Context: an optimization exercise on an open-source flow, tuned for small area. The choices shown serve that exercise and are no tape-out recipe.
Function was checked by simulation only, so behaviour that the tests miss may differ from the original.

## flow/design.v (module list and top-level ports; edited modules follow where they fit)
// module fpu_fa: 4 lines
// module fpu_ha: 4 lines
// module fpu_unpack: 29 lines
// module fpu_compute: 986 lines
// module fpu_cpa: 299 lines
// module fpu_normalize: 20 lines
// module fpu_top: 50 lines
module fpu_top(
    input clk,
    input [31:0] a,
    input [31:0] b,
    input [1:0] op,
    output [31:0] out
    );
  // ...
==> flow/flow/run.sh <==
#!/bin/bash
# Standard ORFS layout with two changes:
#  - synthesis runs flow/synth.tcl: the standard flow's synthesis script, except that the
#    final ABC mapping of the modules outside the multiplier stage uses an
#    area-oriented ABC script (flow/area.abc);
#  - the input and output ports are buffered with sky130_fd_sc_hd__buf_1
#    instead of the delay buffer that buffer_ports picks by default.
# make's full output goes to flow.log (ORFS's per-step logs are in orfs/logs).
bash standard.sh SYNTH_SCRIPT=$PWD/flow/synth.tcl "BUFFER_PORTS_ARGS=-buffer_cell sky130_fd_sc_hd__buf_1" finish > flow.log 2>&1
==> flow/flow/area.abc <==
strash
dch -f
amap
==> flow/flow/synth.tcl <==
# The standard flow's synthesis script (synth_recipe.tcl), with one change: the final ABC
# mapping of the modules outside the multiplier stage (fpu_compute) uses an
# area-oriented ABC script (area.abc, next to this file) instead of ORFS's
# speed script. Everything else, registers included, is as in synth_recipe.tcl.
proc synth {args} { yosys synth -nofsm -noshare {*}$args }
set my_area_abc [file join [file dirname [file normalize [info script]]] area.abc]
set my_speed_modules {fpu_cpa}
set my_area_modules {fpu_compute fpu_top fpu_unpack fpu_normalize fpu_fa fpu_ha}
proc abc {args} {
  set i [lsearch -exact $args -script]
  set area_args [lreplace $args [expr {$i + 1}] [expr {$i + 1}] $::my_area_abc]
  if {[llength $::my_speed_modules]} { yosys abc {*}$args {*}$::my_speed_modules }
  if {[llength $::my_area_modules]} { yosys abc {*}$area_args {*}$::my_area_modules }
}
# full and half adder cells are taken only from the adder modules
proc extract_fa {args} { yosys extract_fa {*}$args fpu_fa fpu_ha }
source $::env(SCRIPTS_DIR)/synth.tcl
# left out here: clear keep_hierarchy, flatten, clean up, hide names made inside functions, write 1_2_yosys.v
==> flow/standard.sh <==
#!/bin/bash
# synth_recipe.tcl (not shown) runs the flow's synth.tcl, then flattens the netlist and writes it again
# the make line also repeats each setting of config.mk as NAME=value (left out here)
make -C /OpenROAD-flow-scripts/flow DESIGN_CONFIG=/design/flow/config.mk WORK_HOME=/design/flow/orfs CLKGATE_MAP_FILE= SYNTH_SCRIPT=/design/flow/synth_recipe.tcl "${@:-finish}"
==> flow/config.mk <==
export PLATFORM = sky130hd
export DESIGN_NAME = fpu_top
export DESIGN_NICKNAME = fpu_top
export VERILOG_FILES = /design/flow/design.v
export SDC_FILE = /design/flow/constraint.sdc
export NUM_CORES = 4
export LEC_CHECK = 0
export CAP_MARGIN = 20
export CORE_MARGIN = 2
export CORE_UTILIZATION = 40
export SLEW_MARGIN = 20
export SYNTH_HIERARCHICAL = 1
export SYNTH_MINIMUM_KEEP_SIZE = 0
==> flow/constraint.sdc <==
create_clock -name core_clock -period 7.5 [get_ports {clk}]
set_input_delay 1.5000 -clock core_clock [delete_from_list [all_inputs] [get_ports {clk}]]
set_output_delay 1.5000 -clock core_clock [all_outputs]
set_load 0.01 [all_outputs]
==> impl_metrics.ini, run 1 <==
[outcome]
status = timing/DRC/antenna clean

[setup_path]
crit_family = adder cells
crit_type = flip-flop to flip-flop
reg2reg_from = is_mul_S1$_DFF_P_

[logic_synthesis]
synthesis.area_mm2 = 0.0196
syn_inst = 2402
synth_enable_flop_cells = 0
syn_avg_cell_area_um2 = 8.14
syn_nets = 2778
synth_top_family_by_area = compound AO/OA/AOI/OAI gates

[routing]
avgRoutedWirePerCell_um = 21.2
route.top_layer_used = met4
drtIter0Drc = 2135
num_vias = 19800
drc_errors = 0
route.met3.wl_mm = 6.66

[timing]
rsz0062_at_grt = no
setup_viol = 0
drv_slew = 0
fin_hold_ws_ps = 324

[floorplan]
nWellTaps = 622
fp.dieW_um = 225

[final_layout]
syn_to_final_growth_pct = 13.4
nClkBuffers = 17

[clocking]
root_buffer = clkbuf_16
cts_resized = 0
cts.clk_slew.worst_paths_ps = 90

[grt]
grt_pass1_wl_mm = 106
globalRoute.totalOverflow = 0

[worst_hold_path]
hp-class = flip-flop to flip-flop
worstHoldEndpoint = r5[15]$_DFF_P_

[placement]
dp_hpwl_mm = 53.3
==> run 2, diff against run 1 <==
--- a/flow/config.mk
+++ b/flow/config.mk
@@ -8,6 +8,7 @@
 export CAP_MARGIN = 20
 export CORE_MARGIN = 2
 export CORE_UTILIZATION = 40
+export PLACE_DENSITY = 0.75
 export SLEW_MARGIN = 20
 export SYNTH_HIERARCHICAL = 1
 export SYNTH_MINIMUM_KEEP_SIZE = 0
==> run 2 against run 1 <==
Via count rose by 1.8%. Sequential share of layout area about the same. Still clean on timing, DRC and antenna. Flip-flop and latch count unchanged. Synthesized cell count unchanged. Clock skew increased by 2.8 ps. Non-clock buffer count fell by 6. Core utilization fell by 0.16 points. Setup slack improved by 11 ps. First-iteration DRC count is 12% higher. Critical path type unchanged.
==> impl_metrics.ini, run 2 <==
[clocking]
cts.sinks = 194
htree_levels = 4
cts.clk_slew.worst_paths_ps = 90
cts_made_buffers = 17
worst_skew_pair.late_latency_ps = 460
clockBufferDepth = 2
cts_tree = built
post_cts_buffers = 0
root_buffer = clkbuf_16

[timing]
setup_viol = 0
timing.fmax_mhz = 139
worst_slack_ps = 317
min_period_over_period_pct = 95.8
hold_viol_final = 0
fin_skew_ps = 17.2
tns_ps = 0
period_minus_slack_ps = 7180
worstMarginPinSlew_ps = 1130
drv_slew = 0
rsz0062_at_grt = no
maxSlewHeadroom_pct = 24.9

[routing]
avgViaCountPerCell = 6.21
final_antenna_net_count = 0
dr.pass1.iters = 7
drc_errors = 0
num_vias = 20200
drtIter0Drc = 2389
avgRoutedWirePerCell_um = 20.5
drt-total-wl_mm = 66.5

[logic_synthesis]
post-synth-top-area-cell = fa_1
synthesis.area_mm2 = 0.0196
syn_nets = 2778
synth_enable_flop_cells = 0
syn_avg_cell_area_um2 = 8.14
synth_area_leaders = fa_1 (26%), dfxtp_1 (20%), o21ai_0 (10%)
syn_inst = 2402
synth_seq_cells = 194
synth_common_cells = nand2_1 (397), o21ai_0 (392), o22ai_1 (311)
ys_async_sr_fraction_pct = 0
synth_top_area_share_pct = 25.8
synth_flop_cell = dfxtp_1
ys_types = 70
synth_warnings = 7
synth.most_common_cell = nand2_1
seq_area_frac_synth_pct = 19.9

[placement]
post-place-ws_ps = 435
dp_cells = 3216
place.gp.congestion = 1.04
dp_hpwl_mm = 50.4
port_buffers = 98
place_area_mm2 = 0.0214

[final_layout]
drive_above_1_share_pct = 5.82
nets = 2990
fin_util_pct = 45.5
syn_to_final_growth_pct = 13.0
antenna-diode-count = 0
final_common_cell = nand2_1
final_area_mm2 = 0.0221
top_regs = r3 (32), r4 (32), r5 (32)
final_cell_mix = nand2_1 (397), o21ai_0 (384), o22ai_1 (311)
finalNonFillerCells = 3249

[floorplan]
initial_core_util_pct = 40.3
core_mm2 = 0.0485
dieArea_mm2 = 0.0507
die_y_um = 225
fp.dieW_um = 225
pin_count = 99
rows = 81

[setup_path]
required_ps = 7860
cp_max_fo = 36
crit_type = flip-flop to flip-flop
endpoint_kind = flip-flop
cp-start-kind = flip-flop
worstPathArrival_ps = 7550

[grt]
globalRoute.totalOverflow = 0
grt_antenna_before_repair = 0
grt_pass1_wl_mm = 104
grt.total_usage_pct = 26.1
grt_max_degree = 51
grt_pass1_vias = 19200

[run]
drv_cap = 0

[worst_hold_path]
hp-class = flip-flop to flip-flop

[outcome]
status = timing/DRC/antenna clean
==> run 2: critical path: stages, from the launching register on <==
cell      delay (ps)
dfxtp_2          340
clkinv_4         200
buf_4            320
a22o_1           940
o22ai_1          220
nand2_1          120
o21ai_0          190
fa_1             500
fa_1             450
fa_1             440
fa_1             440
fa_1             440
fa_1             470
ha_1             360
and4_1           290
nand2_1           90
nor3_1           500
o211ai_2         160
o211ai_1         240
nor2_1           130
o311ai_1         230
==> run 2: modules after synthesis, one instance, submodules excluded <==
module | flops+latches | times used | cells | cell area (um^2)
fpu_compute | 0 | 1 | 1112 | 5550
fpu_cpa | 0 | 1 | 201 | 1290
fpu_fa | 0 | 252 | 1 | 20.0
fpu_top | 194 | 1 | 194 | 3880
fpu_ha | 0 | 57 | 1 | 12.5
fpu_unpack | 0 | 1 | 333 | 1640
fpu_normalize | 0 | 1 | 253 | 1430
==> run 2: through the flow <==
step                      hold WS, ps
final                             320
after global routing              330
after CTS                         322
after detailed placement          312
after global placement            310
after floorplan                   310
==> run 2: kinds of logic (layout without fill, tap and decap cells) <==
logic type	after synthesis	count (layout)	synth area share [%]
xor+xnor	17	17	0.761
mux	2	2	0.102
fa+ha+maj	310	310	29.5
buf+inv	143	367	2.75
compound gates	1023	1024	32.2
simple gates	713	713	14.8
flops	194	194	19.9
==> run 2: routing by layer <==
metal  GRT usage (%)  share of wire, %  routed length [um]
met1            34.6                40               26400
met2            38.9                43               28400
met3            7.22                12                8080
met4            13.3               5.4                3600
met5               0                 0                   0
==> run 2: repair_timing <==
| action | 4_1_cts | 5_1_grt |
|---|---|---|
| gates resized for setup | 0 | 1 |
| hold buffers | 0 | 0 |
| setup endpoints to repair | 0 | 2 |
==> run 2: final cells by class <==
class / count / area, um^2
Clock buffer: 17 / 425
Sequential cell: 194 / 3890
Fill cell: 4651 / 26500
Clock inverter: 15 / 205
Inverter: 143 / 544
Tap cell: 622 / 778
Multi-Input combinational cell: 2066 / 15200
Timing Repair Buffer: 192 / 1070
==> run 2: final timing paths <==
path / from / end / slack (ps) / cells past startpoint
max: is_mul_S1$_DFF_P_ / u_S2[23]$_DFF_P_ / 320 / 20
min: e_S1[4]$_DFF_P_ / e_S2[4]$_DFF_P_ / 320 / 0
max reg2reg: is_mul_S1$_DFF_P_ / u_S2[23]$_DFF_P_ / 320 / 20
min reg2reg: e_S1[4]$_DFF_P_ / e_S2[4]$_DFF_P_ / 320 / 0
==> run 3, diff against run 2 <==
==> flow/flow/area.abc (replaced) <==
strash
dch
map -a
topo
stime -c
--- a/flow/config.mk
+++ b/flow/config.mk
@@ -8,7 +8,6 @@
 export CAP_MARGIN = 20
 export CORE_MARGIN = 2
 export CORE_UTILIZATION = 40
-export PLACE_DENSITY = 0.75
 export SLEW_MARGIN = 20
 export SYNTH_HIERARCHICAL = 1
 export SYNTH_MINIMUM_KEEP_SIZE = 0
==> run 3 against run 2 <==
Routed wire length is 5.7% lower. Still clean on timing, DRC and antenna. Final cell count is 2.9% lower. Critical endpoint unchanged.
==> impl_metrics.ini, run 3 <==
[logic_synthesis]
synth_xor_area_share_pct = 15.9
synth_enable_flop_cells = 0
synthesis.area_mm2 = 0.0199
seq_area_frac_synth_pct = 19.5
synth_warnings = 7
syn_nets = 2646
post-synth-top-area-cell = fa_1
synth_compound_area_share_pct = 20.4
muxShareOfSynthArea_pct = 0.352
synth.most_common_cell = xor2_1
ys_types = 67
synth_common_cells = xor2_1 (329), o22ai_1 (299), nand2_1 (253)
synth-simple-area-share_pct = 11.2
ys_async_sr_fraction_pct = 0
synth_area_leaders = fa_1 (25%), dfxtp_1 (20%), xor2_1 (14%)
syn_inst = 2270
syn_avg_cell_area_um2 = 8.76
synth_seq_cells = 194
synth_flop_cell = dfxtp_1
synth_top_area_share_pct = 25.4
synth_top_family_by_area = adder cells
synth_fa_ha_area_share_pct = 29.0

[final_layout]
antenna-diode-count = 0
final_common_cell = xor2_1
n_fill_cell = 4855
top_regs = r3 (32), r4 (32), r5 (32)
nets = 2855
syn_to_final_growth_pct = 13.4
final_cell_mix = xor2_1 (329), o22ai_1 (299), fa_1 (252)
drive_above_1_share_pct = 6.78

[routing]
avgRoutedWirePerCell_um = 19.9
final_antenna_net_count = 0
drt-total-wl_mm = 62.7
dr.pass1.iters = 5
avgViaCountPerCell = 5.76
drtIter0Drc = 1701
drc_errors = 0
num_vias = 18200

[setup_path]
r2r_end = u_S2[23]$_DFF_P_
reg2reg_from = is_add_S1$_DFF_P_
crit_type = flip-flop to flip-flop
required_ps = 7850
cp.buffers_inverters = 1
cp_max_fo = 13
worstPathArrival_ps = 7460
ff2ff_path_depth = 22
cp-start-kind = flip-flop
crit_path_max_incr_delay_ps = 500
crit_family = adder cells
endpoint_kind = flip-flop
worstPathCellList = clkinv_1 -> nor2_1 -> nand2_1 -> o21ai_0 -> nand2_1 -> o22ai_1 -> xor2_1 -> fa_1 -> fa_1 -> fa_1 -> fa_1 -> fa_1 -> fa_1 -> ha_1 -> a211oi_2 -> o21ai_0 -> nor4b_1 -> o31a_1 -> o21ai_1 -> o211ai_1 -> or4_1 -> o311ai_1
cp_common_cell = fa_1
crit_slowest_cell = fa_1
r2r_setup_slack_ps = 390

[worst_hold_path]
worstHoldEndpoint = r5[27]$_DFF_P_
hp-class = flip-flop to flip-flop
whs_path_depth = 0
hold_path.startpoint = r4[27]$_DFF_P_

[clocking]
worst_skew_pair.late_latency_ps = 460
cts_resized = 0
cts_tree = built
root_buffer = clkbuf_16
cts.sinks = 194
post_cts_buffers = 0
clockBufferDepth = 2
htree_levels = 4
cts_made_buffers = 17
cts.clk_slew.worst_paths_ps = 100
holdBufCountCts = 0

[grt]
grt_antenna_before_repair = 1
globalRoute.totalOverflow = 0
grt_max_degree = 93
grt_pass1_vias = 17800
grt.total_usage_pct = 24.5
grt_pass1_wl_mm = 97.5

[placement]
port_buffers = 98
dp_hpwl_mm = 48.7
place.gp.congestion = 0.974
post-place-ws_ps = 300

[floorplan]
pin_count = 99
core_mm2 = 0.0491
die_y_um = 227
initial_core_util_pct = 40.5
rows = 81
fp.dieW_um = 227
dieArea_mm2 = 0.0515

[timing]
min_period_over_period_pct = 94.8
fin_skew_ps = 22.0
rsz0062_at_grt = no
maxSlewHeadroom_pct = 34.4
worstMarginPinSlew_ps = 982
period_minus_slack_ps = 7110
timing.fmax_mhz = 141
worst_slack_ps = 388
hold_viol_final = 0
setup_viol = 0
drv_slew = 0
tns_ps = 0

[run]
drv_cap = 0

[outcome]
status = timing/DRC/antenna clean
[run 3: cell count changes after synthesis, sizes merged, moves of 8 or more]
cell,delta
nor3,+9
nand2,-144
a222oi,-9
clkinv,+51
o21ai,-259
xnor2,+19
xor2,+324
o22a,-66
a21oi,-8
o22ai,-12
nand3,-9
a22oi,-10
o32a,-11
a31oi,+19
[run 3: through the flow]
step,std cells,cell area [um^2],hold WS (ps),utilization (%)
after global placement,3124,21900,310,44.7
final,3156,22600,319,46.0
after floorplan,2270,20000,310,-
after global routing,3156,22600,318,46.0
after CTS,3156,22500,318,46.0
after detailed placement,3124,21900,312,44.7
[run 3: worst max path at each step]
stage / from / to / cells past startpoint
5_1_grt: is_add_S1$_DFF_P_ / u_S2[23]$_DFF_P_ / 22
4_1_cts: d_S1[0]$_DFF_P_ / u_S2[23]$_DFF_P_ / 25
3_5_place_dp: d_S1[0]$_DFF_P_ / u_S2[23]$_DFF_P_ / 25
2_1_floorplan: sub_S2$_DFF_P_ / r3[30]$_DFF_P_ / 28
6_report: is_add_S1$_DFF_P_ / u_S2[23]$_DFF_P_ / 22
3_3_place_gp: d_S1[0]$_DFF_P_ / u_S2[23]$_DFF_P_ / 25
[run 3: logic make-up after synthesis]
family          count (synthesis)
flops                         194
compound gates                655
xor+xnor                      360
mux                             7
simple gates                  550
buf+inv                       194
fa+ha+maj                     310
[run 3: Yosys stat by module (local to each module, per instance)]
module / cell area [um^2] / times used
fpu_normalize: 1590 / 1
fpu_cpa: 1290 / 1
fpu_compute: 5630 / 1
fpu_ha: 12.5 / 57
fpu_fa: 20.0 / 252
fpu_unpack: 1740 / 1
fpu_top: 3880 / 1
[run 3: per-layer routing]
layer,routed length [um],global-route usage (%),vias up
met5,0,0,-
met1,27100,33.6,8725
met3,6040,5.61,166
met2,27200,37.9,919
li1,-,-,8371
met4,2360,8.83,0
[run 3: cell type report]
cell class	count	area (um^2)	share of cell area, %
multi-input cells	1882	15400	68.3
flip-flops and latches	194	3890	17.2
repair buffers	190	1060	4.69
well taps	664	831	3.68
inverters	194	741	3.28
clock buffers	18	439	1.95
clock inverters	14	188	0.832

[static timing again, ports no longer ideal]
The results above use ideal ports. As a check the final layouts listed here were re-extracted and re-timed, cells and wires unchanged.
Step 1 assumes that a clkbuf_16 drives the clock port and a buf_2 every other input.
Step 2 adds t to the input delays and takes it off the output delays; t is the mean of the earliest and latest rising clock arrival at the registers after step 1. Input paths then give back, and output paths get back, about the clock's delay inside the block.
Slacks: ideal ports / drivers / drivers and shift; pairs: ideal ports / drivers.
| run | shift t [ns] | setup slack, ns | worst setup path after step 2 | clock arrival spread, ns | worst register clock-pin slew, ns |
|---|---|---|---|---|---|
| run 1 | 0.496 | 0.307 / 0.307 / 0.307 | register to register | 0.017 / 0.017 | 0.09 / 0.09 |
| run 2 | 0.501 | 0.317 / 0.317 / 0.317 | register to register | 0.018 / 0.018 | 0.09 / 0.09 |
| run 3 | 0.497 | 0.388 / 0.388 / 0.388 | register to register | 0.022 / 0.022 | 0.10 / 0.10 |
After both steps setup and hold are still met in every run listed.
